From an optimization exercise on the open Yosys and OpenROAD flow, aimed at small area and a short achievable clock period; shortcuts taken in it are not production practice.
Where RTL was checked, it was by simulation tests only, not by an equivalence proof against the original.
Only the layout flow was run in run 1; the RTL was not checked for function there.

==> flow/design.v (outline; a module is shown in full before it is edited, if it fits) <==
// module fadd_core: 63 lines
// module benc: 17 lines
// module fmul_core: 58 lines
// module mul24: 1432 lines
// module mfa: 3 lines
// module mha: 3 lines
// module mbsel: 3 lines
// module mbseln: 3 lines
// module mxor: 3 lines
// module fpu_addmul: 59 lines
// module lzc32: 29 lines
module fpu_addmul(
  input  wire        clk,
  input  wire        op,      
  input  wire [31:0] s,
  input  wire [31:0] t,
  output wire [31:0] d
);
  // ...
==> flow/run.sh <==
#!/bin/bash
# synth_recipe.tcl (not shown) runs the flow's synth.tcl, then flattens the netlist and writes it again
# the make line also repeats each setting of config.mk as NAME=value (left out here)
make -C /OpenROAD-flow-scripts/flow DESIGN_CONFIG=/design/flow/config.mk WORK_HOME=/design/flow/orfs CLKGATE_MAP_FILE= SYNTH_SCRIPT=/design/flow/synth_recipe.tcl finish
==> flow/config.mk <==
export PLATFORM = sky130hd
export DESIGN_NAME = fpu_addmul
export DESIGN_NICKNAME = fpu_addmul
export VERILOG_FILES = /design/flow/design.v
export SDC_FILE = /design/flow/constraint.sdc
export NUM_CORES = 4
export LEC_CHECK = 0
export CAP_MARGIN = 20
export CORE_MARGIN = 2
export CORE_UTILIZATION = 40
export SETUP_SLACK_MARGIN = 5
export SLEW_MARGIN = 20
export SYNTH_HIERARCHICAL = 1
==> flow/constraint.sdc <==
create_clock -name core_clock -period 13.0 [get_ports {clk}]
set_input_delay 2.6000 -clock core_clock [delete_from_list [all_inputs] [get_ports {clk}]]
set_output_delay 2.6000 -clock core_clock [all_outputs]
set_load 0.01 [all_outputs]
==> summary.txt, run 1 <==
Route
The routed length on met1 is 50890 um. The initial DRC count is 3481. The routed wire length is 121700 um.

STA
Setup repair after global routing could not meet its margin everywhere. The number of hold violations in the final report is 0. For the final routed database, the setup TNS stands at 0 ns.

At the pin with the least slew margin, the transition time is 1.267 ns.

Min path
The path with the worst hold slack has its endpoint at infchk2. The worst hold path was traced through 2 stages.

Synthesis
The async set or reset register ratio after synthesis is 0%. The count of flip-flops with a built-in enable after synthesis is 0. The synthesized-area fraction occupied by ao, oa, aoi and oai cells is 22.83%. The post-synthesis share of cell area spent on full adders, half adders and majority gates is 25.08%.

For this run, the number of Yosys warnings is 8. In this run, distinct cell masters in the synthesized netlist total 107. The leading cell type by number of instances after synthesis is nand2_1.

The mux cell area share after synthesis is 5.511%.

CTS
Buffers added to address setup during post-CTS repair amount to 55. The clock sink count is 142. Clock-pin slew was measured on the worst setup and hold paths at 0.07 ns.

Finish
The sequential cell area is 2879 um2. 3259 cells are multi-input combinational gates. The most common library cell in the layout ignoring fill and taps is nand2_1.

The number of non-filler instances in the completed layout is 4934.

Status
The flow ran to the end and the layout has no timing, DRC or antenna violations.

Place
The total half-perimeter wirelength after legalization and detailed placement is 86590 um. The last weighted congestion value of the routability-driven placer is 1.009.

Die
The die is 280.2 um tall. The number of top-level design ports is 98.

Setup path
The top fanout value on the critical path is 10. Broken down by cell family, the worst path's largest delay share belongs to multiplexers. The highest-delay cell along the critical path is mux2i_2.

Global route
After global routing, the most crowded layer is met2.
==> module fadd_core, before the edit <==
module fadd_core(
  input  wire [31:0] g,
  input  wire [31:0] l,
  input  wire [4:0]  rs,
  input  wire        big,
  output wire        sign,
  output wire [7:0]  exp,
  output wire [22:0] man,
  output wire        flag,
  output wire        inc,
  output wire        infchk
);
wire [7:0]  eg = g[30:23], el = l[30:23];
wire [22:0] mg = g[22:0],  ml = l[22:0];
wire        is_add = g[31] == l[31];
wire [26:0] l27 = {2'b01, ml, 2'b00} >> rs;
wire [31:0] mlr;
genvar k;
generate for (k = 0; k < 23; k = k + 1) begin : rev
  assign mlr[31-k] = ml[k];
end endgenerate
assign mlr[8:0] = 9'h100;
wire [4:0] tzl;
lzc32 u_tz(.x(mlr), .n(tzl));
wire sticky0 = ({1'b0, tzl} + 6'd3) <= {1'b0, rs};
wire [26:0] g27 = {2'b01, mg, 2'b00};
wire [26:0] d27 = g27 + (is_add ? l27 : ~l27) + {26'd0, ~is_add};
wire        sr = d27[26];
wire [4:0] shift;
lzc32 u_lz(.x({d27[25:0], 6'b100000}), .n(shift));
wire [7:0] egm1 = eg - 8'd1;
wire [4:0] sl = ({3'b0, shift} >= eg) ? egm1[4:0] : shift;
wire [24:0] w = is_add ? (sr ? d27[25:1] : d27[24:0]) : (d27[24:0] << sl);
wire ulp = w[2], guard = w[1], round = w[0];
wire st = sticky0 | (sr & d27[0]);
wire nflag = is_add ? guard & (round | st | ulp) : guard & (round | (ulp & ~st));
wire denorm = ~is_add & (sl < shift);
wire [7:0] nexp = is_add ? eg + {7'd0, sr} : (denorm ? 8'd0 : eg - {3'd0, sl});
wire g_max = eg == 8'd255, l_max = el == 8'd255;
wire g_nan = g_max & (mg != 23'd0), l_nan = l_max & (ml != 23'd0);
wire g_inf = g_max & (mg == 23'd0), l_inf = l_max & (ml == 23'd0);
wire l_zero = l[30:0] == 31'd0;
wire d_zero = ~is_add & (g[30:0] == l[30:0]);
reg [31:0] sv;
reg        special;
always @* begin
  special = 1'b1;
  sv = g;
  if (l_nan) sv = l;
  else if (g_nan) sv = g;
  else if (g_inf & l_inf) sv = is_add ? {g[31], 8'd255, 23'd0} : 32'h7fc00000;
  else if (g_inf) sv = {g[31], 8'd255, 23'd0};
  else if (l_zero | big) sv = g;
  else if (d_zero) sv = 32'd0;
  else special = 1'b0;
end
assign sign   = special ? sv[31]    : g[31];
assign exp    = special ? sv[30:23] : nexp;
assign man    = special ? sv[22:0]  : w[24:2];
assign flag   = ~special & nflag;
assign inc    = ~special & ~denorm;
assign infchk = ~special & sr;
endmodule
==> module fmul_core, before the edit <==
module fmul_core(
  input  wire [31:0] g,
  input  wire [31:0] l,
  input  wire        sgt,
  input  wire [11:0] none,
  input  wire [11:0] ntwo,
  input  wire [10:0] neg,
  output wire        sign,
  output wire [7:0]  exp,
  output wire [22:0] man,
  output wire        flag
);
wire [7:0]  eg = g[30:23], el = l[30:23];
wire [22:0] mg = g[22:0],  ml = l[22:0];
wire [47:0] ra, rb;
mul24 u_m(.x(mg), .none(none), .ntwo(ntwo), .neg(neg), .ra(ra), .rb(rb));
wire [47:0] p = ra + rb;
wire carry = p[47];
wire [31:0] mgr, mlr;
genvar k;
generate for (k = 0; k < 23; k = k + 1) begin : rev
  assign mgr[31-k] = mg[k];
  assign mlr[31-k] = ml[k];
end endgenerate
assign mgr[8:0] = 9'h100;
assign mlr[8:0] = 9'h100;
wire [4:0] tzg, tzl;
lzc32 u_tzg(.x(mgr), .n(tzg));
lzc32 u_tzl(.x(mlr), .n(tzl));
wire [5:0] tzp = {1'b0, tzg} + {1'b0, tzl};
wire st1 = tzp < 6'd22;    
wire st0 = tzp < 6'd21;    
wire flag1 = p[23] & (p[22] | st1 | p[24]);
wire flag0 = p[22] & (p[21] | st0 | p[23]);
wire [8:0] esum = {1'b0, eg} + {1'b0, el};
wire ovf1 = esum >= 9'd381;
wire ovf0 = esum >= 9'd382;
wire udf  = esum < 9'd127;
wire [7:0] nexp1 = esum[7:0] - 8'd126;
wire [7:0] nexp0 = esum[7:0] - 8'd127;
wire psign = g[31] ^ l[31];
wire g_max = eg == 8'd255, l_max = el == 8'd255;
wire g_nan = g_max & (mg != 23'd0);
wire g_inf = g_max & (mg == 23'd0), l_inf = l_max & (ml == 23'd0);
wire l_nan = l_max & (ml != 23'd0);
wire g_zero = g[30:0] == 31'd0, l_zero = l[30:0] == 31'd0;
wire [31:0] nan_src = (l_nan & ~sgt) ? l : g;
wire sp_inf  = g_inf | l_inf;
wire sp_zero = g_zero | l_zero | udf;
wire sp = g_nan | sp_inf | sp_zero;
wire ovf = carry ? ovf1 : ovf0;
assign sign = g_nan ? nan_src[31] : psign;
assign exp  = (g_nan | sp_inf | (~sp_zero & ovf)) ? 8'd255 :
              sp_zero ? 8'd0 : (carry ? nexp1 : nexp0);
assign man  = g_nan ? {1'b1, nan_src[21:0]} :
              (sp | ovf) ? 23'd0 : (carry ? p[46:24] : p[45:23]);
assign flag = ~sp & ~ovf & (carry ? flag1 : flag0);
endmodule
==> module fpu_addmul, before the edit <==
module fpu_addmul(
  input  wire        clk,
  input  wire        op,      
  input  wire [31:0] s,
  input  wire [31:0] t,
  output wire [31:0] d
);
wire        sgt = s[30:0] > t[30:0];
wire [31:0] g_a = sgt ? s : t;
wire [31:0] l_a = sgt ? t : s;
wire [7:0]  dst = s[30:23] - t[30:23];
wire [7:0]  dts = t[30:23] - s[30:23];
wire [7:0]  rs_a = sgt ? dst : dts;
wire [11:0] none_s, ntwo_s, none_t, ntwo_t;
wire [10:0] neg_s, neg_t;
benc u_es(.m(s[22:0]), .none(none_s), .ntwo(ntwo_s), .neg(neg_s));
benc u_et(.m(t[22:0]), .none(none_t), .ntwo(ntwo_t), .neg(neg_t));
reg         op1, sgt1, big1;
reg  [31:0] g1, l1;
reg  [4:0]  rs1;
reg  [11:0] none1, ntwo1;
reg  [10:0] neg1;
always @(posedge clk) begin
  op1   <= op;
  sgt1  <= sgt;
  g1    <= g_a;
  l1    <= l_a;
  rs1   <= rs_a[4:0];
  big1  <= rs_a > 8'd24;
  none1 <= sgt ? none_t : none_s;
  ntwo1 <= sgt ? ntwo_t : ntwo_s;
  neg1  <= sgt ? neg_t  : neg_s;
end
wire        a_sign, a_flag, a_inc, a_infchk;
wire [7:0]  a_exp;
wire [22:0] a_man;
wire        m_sign, m_flag;
wire [7:0]  m_exp;
wire [22:0] m_man;
fadd_core u_add(.g(g1), .l(l1), .rs(rs1), .big(big1),
  .sign(a_sign), .exp(a_exp), .man(a_man), .flag(a_flag), .inc(a_inc), .infchk(a_infchk));
fmul_core u_mul(.g(g1), .l(l1), .sgt(sgt1), .none(none1), .ntwo(ntwo1), .neg(neg1),
  .sign(m_sign), .exp(m_exp), .man(m_man), .flag(m_flag));
reg         sign2, flag2, inc2, infchk2;
reg  [7:0]  exp2;
reg  [22:0] man2;
always @(posedge clk) begin
  sign2   <= op1 ? m_sign : a_sign;
  exp2    <= op1 ? m_exp  : a_exp;
  man2    <= op1 ? m_man  : a_man;
  flag2   <= op1 ? m_flag : a_flag;
  inc2    <= op1 ? 1'b0   : a_inc;
  infchk2 <= op1 ? 1'b0   : a_infchk;
end
wire [23:0] man_r = {1'b0, man2} + {23'd0, flag2};
wire [7:0]  exp_r = exp2 + {7'd0, inc2 & man_r[23]};
wire        inf_r = infchk2 & (exp_r == 8'd255);
assign d = {sign2, exp_r, inf_r ? 23'd0 : man_r[22:0]};
endmodule
==> run 2, diff against run 1 <==
--- a/flow/design.v
+++ b/flow/design.v
@@ -1,8 +1,13 @@
 module fadd_core(
   input  wire [31:0] g,
-  input  wire [31:0] l,
-  input  wire [4:0]  rs,
+  input  wire        lsign,
+  input  wire [26:0] l27,
+  input  wire        sticky0,
   input  wire        big,
+  input  wire        eqm,      
+  input  wire        lzero,
+  input  wire        lnan,
+  input  wire        linf,
   output wire        sign,
   output wire [7:0]  exp,
   output wire [22:0] man,
@@ -10,47 +15,40 @@
   output wire        inc,
   output wire        infchk
 );
-wire [7:0]  eg = g[30:23], el = l[30:23];
-wire [22:0] mg = g[22:0],  ml = l[22:0];
-wire        is_add = g[31] == l[31];
-wire [26:0] l27 = {2'b01, ml, 2'b00} >> rs;
-wire [31:0] mlr;
-genvar k;
-generate for (k = 0; k < 23; k = k + 1) begin : rev
-  assign mlr[31-k] = ml[k];
-end endgenerate
-assign mlr[8:0] = 9'h100;
-wire [4:0] tzl;
-lzc32 u_tz(.x(mlr), .n(tzl));
-wire sticky0 = ({1'b0, tzl} + 6'd3) <= {1'b0, rs};
+wire [7:0]  eg = g[30:23];
+wire [22:0] mg = g[22:0];
+wire        is_add = g[31] == lsign;
 wire [26:0] g27 = {2'b01, mg, 2'b00};
 wire [26:0] d27 = g27 + (is_add ? l27 : ~l27) + {26'd0, ~is_add};
 wire        sr = d27[26];
-wire [4:0] shift;
-lzc32 u_lz(.x({d27[25:0], 6'b100000}), .n(shift));
-wire [7:0] egm1 = eg - 8'd1;
-wire [4:0] sl = ({3'b0, shift} >= eg) ? egm1[4:0] : shift;
-wire [24:0] w = is_add ? (sr ? d27[25:1] : d27[24:0]) : (d27[24:0] << sl);
+wire        eg0 = eg == 8'd0;
+wire [25:0] capbit = (eg <= 8'd26 && !eg0) ? (26'd1 << (8'd26 - eg)) : 26'd0;
+wire [4:0]  sl;
+lzc32 u_lz(.x({d27[25:0] | capbit, 6'b100000}), .n(sl));
+wire [25:0] himask = ~(capbit - 26'd1);
+wire        capped = (eg <= 8'd26) && !eg0 && ((d27[25:0] & himask) == 26'd0);
+wire [24:0] wsub = eg0 ? 25'd0 : (d27[24:0] << sl);
+wire [24:0] w = is_add ? (sr ? d27[25:1] : d27[24:0]) : wsub;
 wire ulp = w[2], guard = w[1], round = w[0];
 wire st = sticky0 | (sr & d27[0]);
 wire nflag = is_add ? guard & (round | st | ulp) : guard & (round | (ulp & ~st));
-wire denorm = ~is_add & (sl < shift);
-wire [7:0] nexp = is_add ? eg + {7'd0, sr} : (denorm ? 8'd0 : eg - {3'd0, sl});
-wire g_max = eg == 8'd255, l_max = el == 8'd255;
-wire g_nan = g_max & (mg != 23'd0), l_nan = l_max & (ml != 23'd0);
-wire g_inf = g_max & (mg == 23'd0), l_inf = l_max & (ml == 23'd0);
-wire l_zero = l[30:0] == 31'd0;
-wire d_zero = ~is_add & (g[30:0] == l[30:0]);
+wire denorm = ~is_add & capped;
+wire [7:0] nexp = is_add ? eg + {7'd0, sr} :
+                  eg0 ? 8'd225 : (capped ? 8'd0 : eg - {3'd0, sl});
+wire g_max = eg == 8'd255;
+wire g_nan = g_max & (mg != 23'd0);
+wire g_inf = g_max & (mg == 23'd0);
+wire d_zero = ~is_add & eqm;
 reg [31:0] sv;
 reg        special;
 always @* begin
   special = 1'b1;
   sv = g;
-  if (l_nan) sv = l;
+  if (lnan) sv = {lsign, 8'd255, l27[24:2]};
   else if (g_nan) sv = g;
-  else if (g_inf & l_inf) sv = is_add ? {g[31], 8'd255, 23'd0} : 32'h7fc00000;
+  else if (g_inf & linf) sv = is_add ? {g[31], 8'd255, 23'd0} : 32'h7fc00000;
   else if (g_inf) sv = {g[31], 8'd255, 23'd0};
-  else if (l_zero | big) sv = g;
+  else if (lzero | big) sv = g;
   else if (d_zero) sv = 32'd0;
   else special = 1'b0;
 end
@@ -80,8 +78,18 @@
 endmodule
 module fmul_core(
   input  wire [31:0] g,
-  input  wire [31:0] l,
+  input  wire        lsign,
+  input  wire [22:0] lman,
   input  wire        sgt,
+  input  wire        lzero,
+  input  wire        lnan,
+  input  wire        linf,
+  input  wire        st1,
+  input  wire        st0,
+  input  wire        ovf1,
+  input  wire        ovf0,
+  input  wire        udf,
+  input  wire [7:0]  nexp0,
   input  wire [11:0] none,
   input  wire [11:0] ntwo,
   input  wire [10:0] neg,
@@ -90,49 +98,28 @@
   output wire [22:0] man,
   output wire        flag
 );
-wire [7:0]  eg = g[30:23], el = l[30:23];
-wire [22:0] mg = g[22:0],  ml = l[22:0];
+wire [7:0]  eg = g[30:23];
+wire [22:0] mg = g[22:0];
 wire [47:0] ra, rb;
 mul24 u_m(.x(mg), .none(none), .ntwo(ntwo), .neg(neg), .ra(ra), .rb(rb));
 wire [47:0] p = ra + rb;
 wire carry = p[47];
-wire [31:0] mgr, mlr;
-genvar k;
-generate for (k = 0; k < 23; k = k + 1) begin : rev
-  assign mgr[31-k] = mg[k];
-  assign mlr[31-k] = ml[k];
-end endgenerate
-assign mgr[8:0] = 9'h100;
-assign mlr[8:0] = 9'h100;
-wire [4:0] tzg, tzl;
-lzc32 u_tzg(.x(mgr), .n(tzg));
-lzc32 u_tzl(.x(mlr), .n(tzl));
-wire [5:0] tzp = {1'b0, tzg} + {1'b0, tzl};
-wire st1 = tzp < 6'd22;    
-wire st0 = tzp < 6'd21;    
 wire flag1 = p[23] & (p[22] | st1 | p[24]);
 wire flag0 = p[22] & (p[21] | st0 | p[23]);
-wire [8:0] esum = {1'b0, eg} + {1'b0, el};
-wire ovf1 = esum >= 9'd381;
-wire ovf0 = esum >= 9'd382;
-wire udf  = esum < 9'd127;
-wire [7:0] nexp1 = esum[7:0] - 8'd126;
-wire [7:0] nexp0 = esum[7:0] - 8'd127;
-wire psign = g[31] ^ l[31];
-wire g_max = eg == 8'd255, l_max = el == 8'd255;
+wire psign = g[31] ^ lsign;
+wire g_max = eg == 8'd255;
 wire g_nan = g_max & (mg != 23'd0);
-wire g_inf = g_max & (mg == 23'd0), l_inf = l_max & (ml == 23'd0);
-wire l_nan = l_max & (ml != 23'd0);
-wire g_zero = g[30:0] == 31'd0, l_zero = l[30:0] == 31'd0;
-wire [31:0] nan_src = (l_nan & ~sgt) ? l : g;
-wire sp_inf  = g_inf | l_inf;
-wire sp_zero = g_zero | l_zero | udf;
+wire g_inf = g_max & (mg == 23'd0);
+wire nan_l = lnan & ~sgt;
+wire [22:0] nan_m = nan_l ? lman : mg;
+wire sp_inf  = g_inf | linf;
+wire sp_zero = lzero | udf;
 wire sp = g_nan | sp_inf | sp_zero;
 wire ovf = carry ? ovf1 : ovf0;
-assign sign = g_nan ? nan_src[31] : psign;
+assign sign = g_nan ? (nan_l ? lsign : g[31]) : psign;
 assign exp  = (g_nan | sp_inf | (~sp_zero & ovf)) ? 8'd255 :
-              sp_zero ? 8'd0 : (carry ? nexp1 : nexp0);
-assign man  = g_nan ? {1'b1, nan_src[21:0]} :
+              sp_zero ? 8'd0 : (carry ? nexp0 + 8'd1 : nexp0);
+assign man  = g_nan ? {1'b1, nan_m[21:0]} :
               (sp | ovf) ? 23'd0 : (carry ? p[46:24] : p[45:23]);
 assign flag = ~sp & ~ovf & (carry ? flag1 : flag0);
 endmodule
@@ -1590,31 +1577,70 @@
   input  wire [31:0] t,
   output wire [31:0] d
 );
+wire [7:0]  es = s[30:23], et = t[30:23];
+wire [22:0] ms = s[22:0],  mt = t[22:0];
 wire        sgt = s[30:0] > t[30:0];
+wire        eqm = s[30:0] == t[30:0];
 wire [31:0] g_a = sgt ? s : t;
 wire [31:0] l_a = sgt ? t : s;
-wire [7:0]  dst = s[30:23] - t[30:23];
-wire [7:0]  dts = t[30:23] - s[30:23];
-wire [7:0]  rs_a = sgt ? dst : dts;
+wire [8:0]  dst = {1'b0, es} - {1'b0, et};
+wire [7:0]  dts = et - es;
+wire        ege = ~dst[8];                
+wire        eeq = es == et;
+wire [7:0]  rs  = ege ? dst[7:0] : dts;
+wire [22:0] ml_e = ege ? mt : ms;
+wire [26:0] l27_e = {2'b01, ml_e, 2'b00} >> rs[4:0];
+wire [26:0] l27_a = eeq ? {2'b01, l_a[22:0], 2'b00} : l27_e;
+wire [31:0] msr, mtr;
+genvar k;
+generate for (k = 0; k < 23; k = k + 1) begin : rev
+  assign msr[31-k] = ms[k];
+  assign mtr[31-k] = mt[k];
+end endgenerate
+assign msr[8:0] = 9'h100;
+assign mtr[8:0] = 9'h100;
+wire [4:0] tzs, tzt;
+lzc32 u_tzs(.x(msr), .n(tzs));
+lzc32 u_tzt(.x(mtr), .n(tzt));
+wire [4:0] tzle = ege ? tzt : tzs;
+wire       sticky_a = ({3'b0, tzle} + 8'd3) <= rs;
+wire [5:0] tzp = {1'b0, tzs} + {1'b0, tzt};
+wire [8:0] esum = {1'b0, es} + {1'b0, et};
 wire [11:0] none_s, ntwo_s, none_t, ntwo_t;
 wire [10:0] neg_s, neg_t;
-benc u_es(.m(s[22:0]), .none(none_s), .ntwo(ntwo_s), .neg(neg_s));
-benc u_et(.m(t[22:0]), .none(none_t), .ntwo(ntwo_t), .neg(neg_t));
-reg         op1, sgt1, big1;
-reg  [31:0] g1, l1;
-reg  [4:0]  rs1;
+benc u_es(.m(ms), .none(none_s), .ntwo(ntwo_s), .neg(neg_s));
+benc u_et(.m(mt), .none(none_t), .ntwo(ntwo_t), .neg(neg_t));
+wire s_zero = s[30:0] == 31'd0, t_zero = t[30:0] == 31'd0;
+wire s_nan = (es == 8'd255) & (ms != 23'd0), t_nan = (et == 8'd255) & (mt != 23'd0);
+wire s_inf = (es == 8'd255) & (ms == 23'd0), t_inf = (et == 8'd255) & (mt == 23'd0);
+reg         op1, sgt1, big1, lsign1, sticky1, eqm1;
+reg         lzero1, lnan1, linf1, mst1_1, mst0_1, ovf1_1, ovf0_1, udf1;
+reg  [31:0] g1;
+reg  [26:0] l27_1;
+reg  [7:0]  nexp0_1;
 reg  [11:0] none1, ntwo1;
 reg  [10:0] neg1;
 always @(posedge clk) begin
-  op1   <= op;
-  sgt1  <= sgt;
-  g1    <= g_a;
-  l1    <= l_a;
-  rs1   <= rs_a[4:0];
-  big1  <= rs_a > 8'd24;
-  none1 <= sgt ? none_t : none_s;
-  ntwo1 <= sgt ? ntwo_t : ntwo_s;
-  neg1  <= sgt ? neg_t  : neg_s;
+  op1     <= op;
+  sgt1    <= sgt;
+  eqm1    <= eqm;
+  g1      <= g_a;
+  lsign1  <= l_a[31];
+  l27_1   <= l27_a;
+  sticky1 <= sticky_a;
+  big1    <= rs > 8'd24;
+  lzero1  <= sgt ? t_zero : s_zero;
+  lnan1   <= sgt ? t_nan  : s_nan;
+  linf1   <= sgt ? t_inf  : s_inf;
+  mst1_1  <= tzp < 6'd22;    
+  mst0_1  <= tzp < 6'd21;    
+  ovf1_1  <= esum >= 9'd381;
+  ovf0_1  <= esum >= 9'd382;
+  udf1    <= esum < 9'd127;
+  nexp0_1 <= esum[7:0] - 8'd127;
+  none1   <= sgt ? none_t : none_s;
+  ntwo1   <= sgt ? ntwo_t : ntwo_s;
+  neg1    <= sgt ? neg_t  : neg_s;
 end
 wire        a_sign, a_flag, a_inc, a_infchk;
 wire [7:0]  a_exp;
@@ -1622,9 +1648,13 @@
 wire        m_sign, m_flag;
 wire [7:0]  m_exp;
 wire [22:0] m_man;
-fadd_core u_add(.g(g1), .l(l1), .rs(rs1), .big(big1),
+fadd_core u_add(.g(g1), .lsign(lsign1), .l27(l27_1), .sticky0(sticky1), .big(big1),
+  .eqm(eqm1), .lzero(lzero1), .lnan(lnan1), .linf(linf1),
   .sign(a_sign), .exp(a_exp), .man(a_man), .flag(a_flag), .inc(a_inc), .infchk(a_infchk));
-fmul_core u_mul(.g(g1), .l(l1), .sgt(sgt1), .none(none1), .ntwo(ntwo1), .neg(neg1),
+fmul_core u_mul(.g(g1), .lsign(lsign1), .lman(l27_1[24:2]), .sgt(sgt1),
+  .lzero(lzero1), .lnan(lnan1), .linf(linf1),
+  .st1(mst1_1), .st0(mst0_1), .ovf1(ovf1_1), .ovf0(ovf0_1), .udf(udf1), .nexp0(nexp0_1),
+  .none(none1), .ntwo(ntwo1), .neg(neg1),
   .sign(m_sign), .exp(m_exp), .man(m_man), .flag(m_flag));
 reg         sign2, flag2, inc2, infchk2;
 reg  [7:0]  exp2;
==> flow/flow/run.sh (new file) <==
#!/bin/bash
set -euo pipefail
export SETUP_SLACK_MARGIN=7
bash standard.sh > standard.log 2>&1
==> flow/standard.sh (new file) <==
#!/bin/bash
# synth_recipe.tcl (not shown) runs the flow's synth.tcl, then flattens the netlist and writes it again
# the make line also repeats each setting of config.mk as NAME=value (left out here)
make -C /OpenROAD-flow-scripts/flow DESIGN_CONFIG=/design/flow/config.mk WORK_HOME=/design/flow/orfs CLKGATE_MAP_FILE= SYNTH_SCRIPT=/design/flow/synth_recipe.tcl "${@:-finish}"
--- a/flow/config.mk
+++ b/flow/config.mk
@@ -8,6 +8,5 @@
 export CAP_MARGIN = 20
 export CORE_MARGIN = 2
 export CORE_UTILIZATION = 40
-export SETUP_SLACK_MARGIN = 5
 export SLEW_MARGIN = 20
 export SYNTH_HIERARCHICAL = 1
removed: flow/run.sh
==> summary.txt, run 2 <==
Status
Result of the run: no timing/DRC/antenna violations (unchanged).

CTS
The maximum buffer depth of the clock tree was 2 (unchanged). The clock sink count is 150 (was 142). The number of levels the H-tree was split into is 4 (unchanged).

The TritonCTS clock tree is done (unchanged). The TritonCTS buffer count is 17 (unchanged). The latest clock arrival within the worst-skew pair is 0.48 ns (was 0.50 ns). The count of hold-fix buffers inserted at cts is 0 (unchanged). The clock slew at the register clock pins of the worst setup and hold paths came to 0.07 ns (about the same). The clock root buffer is clkbuf_16 (unchanged).

Global route
The number of antenna violations at the first check in global routing came to 1 (was 4). The via count of the first global-routing pass is 30.71k (was 29.63k). The global route total overflow was 0 (unchanged). The global-route usage over all layers is 31.49% (was 30.53%). The global-route wire length before repair came to 195400 um (was 184000 um). The pin count of the biggest net entering global routing is 66 (was 73).

Synthesis
The post-synthesis average cell area is 8.518 um2 (was 8.073 um2). The top cell type's share of synthesized area is 16.65% (was 17.12%). The prevailing post-synth register cell is dfxtp_1 (unchanged). Top cells by area, synth: fa_1 (17%), dfxtp_1 (9.6%), xor2_1 (9.1%) (was fa_1 (17%), dfxtp_1 (9.3%), xor2_1 (8.8%)). The leading cell type by number of instances after synthesis was xor2_1 (was nand2_1). Top cells by count, synth: xor2_1 (326), o22ai_1 (263), fa_1 (261) (was nand2_1 (365), xor2_1 (308), o22ai_1 (272)).

The sequential element share of the synthesized area is 9.572% (was 9.316%). The number of instances in the synthesized netlist was 3683 (was 3780). The number of different library cells in the post-synthesis netlist is 125 (was 107). The async set or reset register ratio after synthesis is 0% (unchanged).

The total of flip-flops plus latches after synthesis is 150 (was 142). The count of flip-flops with a built-in enable after synthesis is 0 (unchanged). The total of warnings raised by yosys is 8 (unchanged). The largest area contributor in the synthesized netlist is fa_1 (unchanged). The netlist area before placement is 31370 um2 (was 30520 um2).

Die
The number of rows in the core area is 102 (was 101). The die width is 284.1 um (was 280.2 um). The core outline area came to 77590 um2 (was 75700 um2).

The die outline area is 80690 um2 (was 78510 um2). The starting utilization of the core area was 40.43% (was 40.31%). The die height is 284.1 um (was 280.2 um). The number of top-level design ports is 98 (unchanged).

Route
The via count is 31.85k (was 30.67k). The count of TritonRoute iterations in the first routing pass is 9 (was 10). The initial DRC count is 4125 (was 3481).

The vias per cell came to 6.390 (was 6.216). The post-route antenna net violation count is 0 (unchanged). The routed wire length is 130800 um (was 121700 um). The wire length per cell was 26.24 um (was 24.67 um). The DRC violations left is 0 (unchanged).

STA
The number of hold violations in the final report is 0 (unchanged). The worst clock skew came to 0.02030 ns (was 0.01493 ns). The count of endpoints failing setup in the final report is 0 (unchanged). The number of max-slew violations in the final report came to 0 (unchanged).

The final critical path time including I/O delays and setup came to 6.435 ns (was 8.119 ns). The part of the cycle the worst path needs is 49.50% (was 62.45%). The highest clock frequency the design can meet is 155.4 MHz (was 123.2 MHz). The slew at the pin closest to its max-slew limit is 1.121 ns (was 1.267 ns). The worst max-slew margin expressed relative to the limit came to 25.20% (was 14.96%). The sum of negative setup slack came to 0 ns (unchanged). Unrepaired setup endpoints after global routing: true (unchanged).

Setup path
The family with the most delay on the worst path is adder cells (was multiplexers). The highest-delay cell along the critical path is fa_1 (was mux2i_2). The data required time of the critical path is 13.35 ns (was 13.37 ns). Traced cell by cell, the critical path runs through clkinvlp_4 > buf_6 > o22ai_2 > xor2_1 > fa_1 > fa_2 > fa_1 > fa_1 > fa_1 > ha_4 > nand2_4 > or3_4 > or4b_4 > o211ai_4 > a221oi_4 > o41ai_2 > xor2_1 > a222oi_1 > o21ai_1 > mux2_4. The number of buffer and inverter stages on the critical path is 2 (was 6). The arrival time of the worst setup path is 6.79 ns (was 8.49 ns). The critical path start-end classification was reg -> reg (unchanged). By instance count, the cell type seen most on the critical path is fa_1. The delay of the slowest cell on the worst path is 0.55 ns (was 0.67 ns). The top fanout value on the critical path is 4 (was 10). The kind of start point of the critical path is a flop (unchanged). The capturing element type of the critical path is a flop (unchanged).

Finish
The largest register by flop count is g1. The growth of design area from synthesis to finish came to 23.55% (was 14.97%). Largest registers in the final layout: g1 (32), l27_1 (26), man2 (23) (was g1 (32), l1 (32), man2 (23)). The post-layout net count was 4444 (was 4463). The register with the most flip-flops in the layout has 32 of them. The proportion of layout cells with a drive suffix above 1 is 25.59% (was 14.21%). The most common library cell in the layout ignoring fill and taps is xor2_1 (was nand2_1). The post-route standard cell area excluding fillers came to 38760 um2 (was 35080 um2). Commonest cells after routing, fill and taps aside: xor2_1 (312), buf_4 (240), o22ai_1 (229), nor2_1 (221), nand2_1 (219) (was nand2_1 (357), xor2_1 (305), o22ai_1 (269), fa_1 (260), nor2_1 (249)).

The end-of-flow core utilization is 49.95% (was 46.35%).

Place
The total half-perimeter wirelength after legalization and detailed placement was 86760 um (was 86590 um). The last weighted congestion value of the routability-driven placer is 0.9655 (was 1.009). The number of buffers inserted by port buffering came to 97 (unchanged). The cell area reported after detailed placement is 33350 um2 (was 32550 um2).

Min path
The type of the tightest min-delay check was reg -> reg (unchanged).

Job
The max-capacitance violation count is 0 (unchanged).
run 2: cell types whose count changed after synthesis, moves of 23 or more:
cell     previous run  this run
a21oi_1           220       176
xnor2_1           143       119
mux2_2             50        88
nand2_1           365       229
inv_1             193       170
mux2i_1            95       140
run 2: through the flow:
step	worst slack, ns	cells	hold slack [ns]
floorplan	6.929	3733	0.5993
global placement	5.138	4681	0.6964
detailed placement	5.032	4682	0.6904
CTS	6.680	4949	0.7016
global route	6.496	4983	0.7208
finish	6.565	4984	0.6987
run 2: routing by layer:
metal | global-route usage (%) | vias to the layer above | share of wire [%]
met5 | 0 | - | 0
met3 | 9.807 | 442 | 13
met2 | 46.00 | 2246 | 41
met1 | 42.36 | 15290 | 40
met4 | 14.32 | 0 | 5.4
li1 | - | 13870 | -
run 2: path summary, 6_finish.rpt:
path / cells after the start / end / startpoint / slack, ns
setup / recovery: 20 / man2[21] / g1[19] / 6.57
hold / removal: 3 / sign2 / lsign1 / 0.70
hold reg to reg: 3 / sign2 / lsign1 / 0.70
setup reg to reg: 20 / man2[21] / g1[19] / 6.57
run 2: what timing repair did:
item	CTS	global route
setup endpoints to repair	121	61
gates cloned	26	0
gates resized for setup	511	175
setup buffers	209	34
pin swaps	128	64
run 2: final cells by class:
type	count	area (um2)
Antenna cell	1	2.502
Timing Repair inverter	19	140.1
Multi-Input combinational cell	3144	28620
Inverter	180	768.2
Timing Repair Buffer	418	4187
Tap cell	1040	1301
Fill cell	7337	38830
Sequential cell	150	3169
Clock buffer	18	429.2
Clock inverter	14	141.4
run 2: worst register-to-register path: cells and delay by family, from the launching register on:
family | cells | cell delay [ns]
fa+ha+maj | 6 | 2.72
compound gates | 6 | 1.28
simple gates | 3 | 0.93
flops | 1 | 0.38
xor+xnor | 2 | 0.38
buf+inv | 2 | 0.35
mux | 1 | 0.29
run 2: kinds of logic after synthesis:
kind of cell | synth area share [%]
simple gates | 14.51
buf+inv | 7.231
compound gates | 22.23
mux | 9.707
xor+xnor | 12.58
fa+ha+maj | 24.11
other cells | 0.05983
flops | 9.572
run 2: Yosys stat by module (local to each module, per instance):
module | copies in the design | area, um2
fadd_core | 1 | 6122
mbseln | 22 | 8.758
mfa | 256 | 20.02
mxor | 242 | 8.758
fpu_addmul | 1 | 9475
lzc32 | 3 | 331.6
benc | 2 | 381.6
mbsel | 242 | 6.256
fmul_core | 1 | 3217
mha | 28 | 12.51
mul24 | 1 | 1499
==> run 3, diff against run 2 <==
--- a/flow/config.mk
+++ b/flow/config.mk
@@ -10,3 +10,4 @@
 export CORE_UTILIZATION = 40
 export SLEW_MARGIN = 20
 export SYNTH_HIERARCHICAL = 1
+export TNS_END_PERCENT = 5
==> summary.txt, run 3 <==
Setup path
The top fanout value on the critical path was 4 (unchanged). The capturing element type of the critical path is a flop (unchanged). The data required time of the critical path is 13.35 ns (about the same). The delay of the slowest cell on the worst path is 0.54 ns (was 0.55 ns). Cell-by-cell trace of the critical path: clkinvlp_4 > buf_12 > buf_12 > o22ai_4 > xor2_2 > fa_1 > fa_2 > fa_2 > fa_1 > fa_1 > ha_4 > nand2_2 > or3_4 > or4b_4 > o211ai_4 > a221oi_4 > o41ai_4 > xor2_1 > a222oi_1 > o21ai_1 > mux2_4 (was clkinvlp_4 > buf_6 > o22ai_2 > xor2_1 > fa_1 > fa_2 > fa_1 > fa_1 > fa_1 > ha_4 > nand2_4 > or3_4 > or4b_4 > o211ai_4 > a221oi_4 > o41ai_2 > xor2_1 > a222oi_1 > o21ai_1 > mux2_4). The arrival time of the worst setup path is 6.75 ns (was 6.79 ns).

The family with the most delay on the worst path is adder cells (unchanged). The number of buffer and inverter stages on the critical path came to 3 (was 2). The cell occurring most often along the worst timing path is fa_1 (unchanged). The critical path start-end classification is reg -> reg (unchanged).

The highest-delay cell along the critical path is fa_2 (was fa_1). The kind of start point of the critical path was a flop (unchanged).

STA
Unrepaired setup endpoints after global routing: true (unchanged). The worst clock skew is 0.01779 ns (was 0.02030 ns). The final critical path time including I/O delays and setup is 6.398 ns (was 6.435 ns). The sum of negative setup slack came to 0 ns (unchanged). The count of endpoints failing setup in the final report is 0 (unchanged). The hold slack is 0.7090 ns (was 0.6987 ns). The slew at the pin closest to its max-slew limit is 1.127 ns (was 1.121 ns).

The number of max-slew violations in the final report is 0 (unchanged). The highest clock frequency the design can meet was 156.3 MHz (was 155.4 MHz). The number of hold violations in the final report is 0 (unchanged).

The part of the cycle the worst path needs came to 49.21% (was 49.50%). The worst max-slew margin expressed relative to the limit is 24.20% (was 25.20%).

Status
Result of the run: no timing/DRC/antenna violations (unchanged).

Synthesis
Top cells by count, synth: xor2_1 (326), o22ai_1 (263), fa_1 (261) (unchanged). The total of warnings raised by yosys is 8 (unchanged). Top cells by area, synth: fa_1 (17%), dfxtp_1 (9.6%), xor2_1 (9.1%) (unchanged).

The share of synthesized cell area in and, or, nand and nor gates is 14.51% (unchanged). The mux cell area share after synthesis came to 9.707% (unchanged). The leading cell type by number of instances after synthesis is xor2_1 (unchanged). The count of flip-flops with a built-in enable after synthesis is 0 (unchanged).

The total of flip-flops plus latches after synthesis is 150 (unchanged). The largest family of logic cells by synthesized area is adder cells (unchanged). The async set or reset register ratio after synthesis is 0% (unchanged). The largest area contributor in the synthesized netlist was fa_1 (unchanged). The sequential element share of the synthesized area came to 9.572% (unchanged). The number of instances in the synthesized netlist is 3683 (unchanged). The top cell type's share of synthesized area is 16.65% (unchanged). The synthesized-area fraction occupied by ao, oa, aoi and oai cells was 22.23% (unchanged).

The xor-xnor portion of the synthesized cell area came to 12.58% (unchanged). The number of different library cells in the post-synthesis netlist is 125 (unchanged). The prevailing post-synth register cell was dfxtp_1 (unchanged). The netlist area before placement was 31370 um2 (unchanged). The post-synthesis share of cell area spent on full adders, half adders and majority gates is 24.11% (unchanged). The post-synthesis average cell area is 8.518 um2 (unchanged).

Place
The last weighted congestion value of the routability-driven placer is 0.9796 (was 0.9655). The total half-perimeter wirelength after legalization and detailed placement was 87880 um (was 86760 um). The number of buffers inserted by port buffering was 97 (unchanged).

Route
The via count is 32.00k (was 31.85k). The initial DRC count is 4262 (was 4125). The DRC violations left came to 0 (unchanged). The routed wire length is 134000 um (was 130800 um).

The vias per cell is 6.425 (was 6.390). The post-route antenna net violation count is 0 (unchanged). The wire length per cell came to 26.90 um (was 26.24 um). The count of TritonRoute iterations in the first routing pass is 9 (unchanged).

Die
The number of top-level design ports was 98 (unchanged). The core outline area was 77590 um2 (unchanged). The die outline area came to 80690 um2 (unchanged). The number of rows in the core area is 102 (unchanged).

The starting utilization of the core area is 40.43% (unchanged). The die width came to 284.1 um (unchanged). The die height came to 284.1 um (unchanged).

Finish
Commonest cells after routing, fill and taps aside: xor2_1 (308), buf_4 (255), nor2_1 (237), o22ai_1 (226), nand2_1 (220) (was xor2_1 (312), buf_4 (240), o22ai_1 (229), nor2_1 (221), nand2_1 (219)). The flip-flop count of the largest register after layout is 32 (unchanged). The final-layout fill cell count is 7429 (was 7337).

The proportion of layout cells with a drive suffix above 1 was 24.16% (was 25.59%). The post-layout net count is 4441 (was 4444). The number of antenna cells inserted is 0 (was 1).

The largest register by flop count was g1 (unchanged). The growth of design area from synthesis to finish is 21.94% (was 23.55%). The most common library cell in the layout ignoring fill and taps was xor2_1 (unchanged). The end-of-flow core utilization was 49.30% (was 49.95%). Largest registers in the final layout: g1 (32), l27_1 (26), man2 (23) (unchanged).

Global route
The global-route wire length before repair is 195400 um (about the same). The global-route usage over all layers is 31.64% (was 31.49%). The pin count of the biggest net entering global routing is 83 (was 66).

The number of antenna violations at the first check in global routing came to 1 (unchanged). The global route total overflow is 0 (unchanged). The via count of the first global-routing pass was 30.53k (was 30.71k).

CTS
The TritonCTS clock tree is done (unchanged). The TritonCTS buffer count is 17 (unchanged). The clock sink count came to 150 (unchanged). The count of hold-fix buffers inserted at cts is 0 (unchanged). The latest clock arrival within the worst-skew pair is 0.47 ns (was 0.48 ns). The clock slew at the register clock pins of the worst setup and hold paths is 0.07 ns (about the same). The number of levels the H-tree was split into is 4 (unchanged). The maximum buffer depth of the clock tree was 2 (unchanged). The clock root buffer was clkbuf_16 (unchanged).

Min path
The type of the tightest min-delay check is reg -> reg (unchanged).

Job
The max-capacitance violation count is 0 (unchanged).
-- run 3: cell counts after synthesis --
No cell type changed its count.
-- run 3: logic make-up (layout without fill, tap and decap cells) --
| family | Yosys count | in the layout |
|---|---|---|
| AOI/OAI and AO/OA | 1038 | 1039 |
| xor gates and xnor gates | 448 | 448 |
| adders and majority gates | 448 | 448 |
| buffers and inverters | 442 | 646 |
| DFF | 150 | 150 |
| muxes | 258 | 258 |
| other | 5 | 55 |
| and+or+nand+nor | 894 | 896 |
-- run 3: worst paths after layout --
path,from,to,slack [ns],cells past startpoint
setup reg to reg,g1[15],man2[21],6.60,21
hold reg to reg,lsign1,sign2,0.71,3
setup / recovery,g1[15],man2[21],6.60,21
hold / removal,lsign1,sign2,0.71,3
-- run 3: layout make-up --
cell class / instances / area (um2) / area share [%]
inverters: 180 / 784.5 / 2.051
multi-input cells: 3144 / 28310 / 74.02
flip-flops and latches: 150 / 3173 / 8.295
repair buffers: 413 / 3924 / 10.26
clock buffers: 18 / 439.2 / 1.148
clock inverters: 14 / 160.2 / 0.4187
repair inverters: 21 / 157.7 / 0.4121
well taps: 1040 / 1301 / 3.402
-- run 3: stage by stage --
step / setup WS [ns] / area, um2 / instances
2_1_floorplan: 6.929 / 32130 / 3733
3_3_place_gp: 5.105 / 33300 / 4680
3_5_place_dp: 5.081 / 33300 / 4680
4_1_cts: 6.707 / 36580 / 4904
5_1_grt: 6.499 / 38250 / 4980
6_report: 6.602 / 38250 / 4980
-- run 3: Yosys stat by module (local to each module, per instance) --
module | cells | times used | cell area [um2]
fpu_addmul | 1023 | 1 | 9475
fadd_core | 900 | 1 | 6122
fmul_core | 466 | 1 | 3217
mul24 | 223 | 1 | 1499
benc | 58 | 2 | 381.6
lzc32 | 55 | 3 | 331.6
mfa | 1 | 256 | 20.02
mha | 1 | 28 | 12.51
mbseln | 1 | 22 | 8.758
mxor | 1 | 242 | 8.758
mbsel | 1 | 242 | 6.256
-- run 3: metal layers --
| layer | part of all wire, % | vias up | GRT usage, % |
|---|---|---|---|
| li1 | - | 13890 | - |
| met1 | 40 | 15470 | 42.86 |
| met2 | 42 | 2201 | 46.28 |
| met3 | 13 | 427 | 9.430 |
| met4 | 4.9 | 2 | 14.12 |
| met5 | 0.0097 | - | 0 |
-- run 3: worst reg2reg max path: cells and delay by family, from the launching register on --
| kind | cells | cell delay (ns) |
|---|---|---|
| fa+ha+maj | 6 | 2.67 |
| compound gates | 6 | 1.25 |
| simple gates | 3 | 0.94 |
| flops | 1 | 0.41 |
| buf+inv | 3 | 0.40 |
| xor+xnor | 2 | 0.33 |
| mux | 1 | 0.29 |
-- run 3: repair_timing --
action                     CTS  global route
setup buffers              167            75
gates resized for setup    272           215
pin swaps                   41           110
gates cloned                25             1
setup endpoints to repair  135           134
==> run 4, diff against run 3 <==
==> flow/run.sh (new file) <==
#!/bin/bash
# synth_recipe.tcl (not shown) runs the flow's synth.tcl, then flattens the netlist and writes it again
# the make line also repeats each setting of config.mk as NAME=value (left out here)
make -C /OpenROAD-flow-scripts/flow DESIGN_CONFIG=/design/flow/config.mk WORK_HOME=/design/flow/orfs CLKGATE_MAP_FILE= SYNTH_SCRIPT=/design/flow/synth_recipe.tcl finish
--- a/flow/config.mk
+++ b/flow/config.mk
@@ -8,6 +8,6 @@
 export CAP_MARGIN = 20
 export CORE_MARGIN = 2
 export CORE_UTILIZATION = 40
+export SETUP_SLACK_MARGIN = 5
 export SLEW_MARGIN = 20
 export SYNTH_HIERARCHICAL = 1
-export TNS_END_PERCENT = 5
removed: flow/flow/run.sh
removed: flow/standard.sh
==> summary.txt, run 4 <==
Status
Result of the run: no timing/DRC/antenna violations (unchanged).

CTS
The clock root buffer is clkbuf_16 (unchanged). The TritonCTS clock tree is done (unchanged). The clock slew at the register clock pins of the worst setup and hold paths came to 0.08 ns (was 0.07 ns). The clock sink count came to 150 (unchanged).

The TritonCTS buffer count is 17 (unchanged). The maximum buffer depth of the clock tree is 2 (unchanged). The latest clock arrival within the worst-skew pair is 0.47 ns (about the same). The number of levels the H-tree was split into was 4 (unchanged).

The count of hold-fix buffers inserted at cts is 0 (unchanged).

Setup path
The kind of start point of the critical path is a flop (unchanged). The depth of the worst register-to-register path was 24 (was 21). The number of buffer and inverter stages on the critical path is 3 (unchanged). The capture instance of the worst register-to-register path is man2[21] (unchanged). The highest-delay cell along the critical path was or4_1 (was fa_2). The critical path start-end classification is reg -> reg (unchanged). Cell-by-cell trace of the critical path: ha_2 > buf_6 > xor2_1 > ha_1 > a21o_1 > a211o_1 > nor3_4 > or3_4 > a211o_1 > o21ai_0 > nor4_4 > nand2_2 > or4_1 > a311oi_2 > buf_4 > clkinvlp_4 > nor2_1 > a21oi_1 > mux2i_1 > mux2i_1 > a221o_1 > o32ai_1 > o31a_1 > mux2_2 (was clkinvlp_4 > buf_12 > buf_12 > o22ai_4 > xor2_2 > fa_1 > fa_2 > fa_2 > fa_1 > fa_1 > ha_4 > nand2_2 > or3_4 > or4b_4 > o211ai_4 > a221oi_4 > o41ai_4 > xor2_1 > a222oi_1 > o21ai_1 > mux2_4). The data required time of the critical path is 13.40 ns (was 13.35 ns).

The startpoint of the worst register-to-register path is lsign1 (was g1[15]). The delay of the slowest cell on the worst path came to 0.57 ns (was 0.54 ns). The top fanout value on the critical path is 50 (was 4). The family with the most delay on the worst path is compound AO/OA/AOI/OAI gates (was adder cells). The arrival time of the worst setup path is 8.12 ns (was 6.75 ns). The worst reg-to-reg setup slack is 5.28 ns (was 6.60 ns). The capturing element type of the critical path was a flop (unchanged).

Finish
The growth of design area from synthesis to finish was 7.805% (was 21.94%). The proportion of layout cells with a drive suffix above 1 was 10.20% (was 24.16%). The sequential cell area is 3003 um2 (was 3173 um2). The flip-flop count of the largest register after layout is 32 (unchanged). The largest register by flop count is g1 (unchanged). The area used by multi-input combinational logic is 26360 um2 (was 28310 um2). The post-layout net count was 4215 (was 4441).

The most common library cell in the layout ignoring fill and taps is xor2_1 (unchanged). Commonest cells after routing, fill and taps aside: xor2_1 (326), o22ai_1 (263), fa_1 (261), nor2_1 (245), nand2_1 (229) (was xor2_1 (308), buf_4 (255), nor2_1 (237), o22ai_1 (226), nand2_1 (220)). The number of antenna cells inserted is 0 (unchanged).

The final-layout fill cell count was 7891 (was 7429). Largest registers in the final layout: g1 (32), l27_1 (26), man2 (23) (unchanged).

Route
The wire length per cell is 25.79 um (was 26.90 um). The vias per cell was 6.334 (was 6.425). The initial DRC count was 3729 (was 4262). The count of TritonRoute iterations in the first routing pass was 9 (unchanged). The post-route antenna net violation count was 0 (unchanged). The DRC violations left is 0 (unchanged). The routed wire length is 122600 um (was 134000 um). The via count is 30.11k (was 32.00k).

STA
The highest clock frequency the design can meet is 129.6 MHz (was 156.3 MHz). The count of endpoints failing setup in the final report is 0 (unchanged). The part of the cycle the worst path needs is 59.37% (was 49.21%).

The worst clock skew is 0.01759 ns (was 0.01779 ns). The number of max-slew violations in the final report is 0 (unchanged). The slew at the pin closest to its max-slew limit is 1.231 ns (was 1.127 ns).

Unrepaired setup endpoints after global routing: false (was true). The number of hold violations in the final report is 0 (unchanged). The worst-case setup margin in the final layout came to 5.281 ns (was 6.602 ns). The worst max-slew margin expressed relative to the limit is 17.84% (was 24.20%).

The sum of negative setup slack came to 0 ns (unchanged). The final critical path time including I/O delays and setup is 7.719 ns (was 6.398 ns).

Synthesis
The async set or reset register ratio after synthesis came to 0% (unchanged). The number of different library cells in the post-synthesis netlist is 125 (unchanged). The xor-xnor portion of the synthesized cell area is 12.58% (unchanged).

The sequential element share of the synthesized area is 9.572% (unchanged). The count of flip-flops with a built-in enable after synthesis is 0 (unchanged). Top cells by count, synth: xor2_1 (326), o22ai_1 (263), fa_1 (261) (unchanged).

The mux cell area share after synthesis is 9.707% (unchanged). The total of warnings raised by yosys is 8 (unchanged). The netlist area before placement is 31370 um2 (unchanged).

The top cell type's share of synthesized area came to 16.65% (unchanged). The total of flip-flops plus latches after synthesis was 150 (unchanged). The post-synthesis share of cell area spent on full adders, half adders and majority gates is 24.11% (unchanged). The prevailing post-synth register cell is dfxtp_1 (unchanged). Top cells by area, synth: fa_1 (17%), dfxtp_1 (9.6%), xor2_1 (9.1%) (unchanged). The synthesized-area fraction occupied by ao, oa, aoi and oai cells is 22.23% (unchanged). The share of synthesized cell area in and, or, nand and nor gates is 14.51% (unchanged). The leading cell type by number of instances after synthesis is xor2_1 (unchanged). The largest family of logic cells by synthesized area is adder cells (unchanged). The largest area contributor in the synthesized netlist is fa_1 (unchanged). The post-synthesis average cell area is 8.518 um2 (unchanged). The number of instances in the synthesized netlist is 3683 (unchanged).

Global route
The global route total overflow is 0 (unchanged). The global-route usage over all layers is 29.56% (was 31.64%). The via count of the first global-routing pass was 29.50k (was 30.53k). The pin count of the biggest net entering global routing is 70 (was 83).

The number of antenna violations at the first check in global routing is 1 (unchanged). The global-route wire length before repair is 184400 um (was 195400 um).

Die
The core outline area is 77590 um2 (unchanged). The number of rows in the core area was 102 (unchanged). The die width was 284.1 um (unchanged). The die outline area was 80690 um2 (unchanged). The die height is 284.1 um (unchanged). The starting utilization of the core area came to 40.43% (unchanged). The number of top-level design ports came to 98 (unchanged).

Min path
The type of the tightest min-delay check is reg -> reg (unchanged). The start point of the worst min-delay path is nexp0_1[7] (was lsign1). The cell depth of the worst hold path came to 3 (unchanged). The endpoint of the worst hold-timing path is exp2[7] (was sign2).

Place
The total half-perimeter wirelength after legalization and detailed placement is 88770 um (was 87880 um). The number of buffers inserted by port buffering was 97 (unchanged). The last weighted congestion value of the routability-driven placer is 0.9816 (was 0.9796). The worst setup slack before clock tree synthesis is 4.740 ns (was 5.081 ns).

Job
The max-capacitance violation count is 0 (unchanged).
run 4: worst register-to-register path, stage by stage (launching register included):
cell and delay, ns:
dfxtp_1 0.34, ha_2 0.33, buf_6 0.42, xor2_1 0.18, ha_1 0.39, a21o_1 0.27
a211o_1 0.36, nor3_4 0.40, or3_4 0.23, a211o_1 0.42, o21ai_0 0.33, nor4_4 0.40
nand2_2 0.09, or4_1 0.57, a311oi_2 0.30, buf_4 0.34, clkinvlp_4 0.33, nor2_1 0.17
a21oi_1 0.07, mux2i_1 0.47, mux2i_1 0.29, a221o_1 0.41, o32ai_1 0.23, o31a_1 0.16
mux2_2 0.16
run 4: how the worst max path moves through the flow:
stage	from	endpoint	slack (ns)	depth (start not counted)
2_1_floorplan	lsign1	exp2[7]	5.68	30
3_3_place_gp	lsign1	man2[21]	4.92	24
3_5_place_dp	lsign1	exp2[7]	4.74	27
4_1_cts	lsign1	man2[21]	5.03	24
5_1_grt	lsign1	exp2[7]	5.01	27
6_report	lsign1	man2[21]	5.28	24
run 4: area by class of cell:
type	count	area share (%)
inverter	180	2.038
timing repair inverter	1	0.01480
sequential	150	8.879
clock buffer	17	1.258
clock inverter	15	0.5956
timing repair buffer	210	5.427
multi-input combinational	3141	77.94
tap	1040	3.847
run 4: Yosys stat by module, one instance, submodules excluded, a selection:
module,cells,times used,flops+latches,area [um2]
fpu_addmul,1023,1,150,9475
fadd_core,900,1,0,6122
fmul_core,466,1,0,3217
mul24,223,1,0,1499
benc,58,2,0,381.6
lzc32,55,3,0,331.6
mfa,1,256,0,20.02
mha,1,28,0,12.51
mbseln,1,22,0,8.758
run 4: routing by layer:
layer,GRT usage (%),vias up,part of all wire (%)
met3,6.083,316,11
met1,41.65,14480,42
met5,0,-,0.011
met4,10.96,2,3.8
li1,-,13410,-
met2,44.36,1899,43
run 4: logic make-up after synthesis:
| family | count (synthesis) |
|---|---|
| AOI/OAI and AO/OA | 1038 |
| xor gates and xnor gates | 448 |
| adders and majority gates | 448 |
| buffers and inverters | 442 |
| DFF | 150 |
| muxes | 258 |
| other | 5 |
| and+or+nand+nor | 894 |
run 4: through the flow:
stage / hold WS [ns] / cells / area [um2] / utilization [%]
2_1_floorplan: 0.5832 / 3733 / 31560 / -
3_3_place_gp: 0.6401 / 4711 / 33050 / 42.59
3_5_place_dp: 0.6639 / 4711 / 33050 / 42.59
4_1_cts: 0.6829 / 4743 / 33680 / 43.41
5_1_grt: 0.7333 / 4754 / 33820 / 43.59
6_report: 0.6910 / 4754 / 33820 / 43.59
run 4: timing repair:
action | in CTS | in global routing
buffers inserted | 0 | 10
resized for setup | 2 | 10
gates cloned | 0 | 1
setup endpoints to repair | 5 | 21

==> port drivers added, routing unchanged <==
Ports are ideal in the flow. The routed layouts listed here were re-timed in OpenROAD. Step 1 assumes that a clkbuf_16 drives the clock port and a buf_2 every other input. Step 2 moves the port delays by t, midway between the first and last clock arrival at a register: inputs arrive t later, outputs are due t later. That takes back most of the time a late clock gives input paths. Three values: ideal ports, drivers, drivers and shift; two values: the first two.
run	t (ns)	slack for setup (ns)	latest minus earliest clock arrival (ns)	worst slew at a driven data input, ns	pins driven straight from the clock port
run 1	0.545	4.881 / 4.881 / 4.881	0.015 / 0.014	0.06	1
run 2	0.527	6.565 / 6.565 / 6.565	0.022 / 0.022	0.04	1
run 3	0.532	6.602 / 6.602 / 6.174	0.018 / 0.018	0.04	1
run 4	0.526	5.281 / 5.281 / 5.259	0.018 / 0.018	0.04	1
After both steps every run listed still meets setup and hold. For run 3, which loses most, drivers alone change the setup slack by 0.000 ns; drivers and shift together by -0.428 ns.
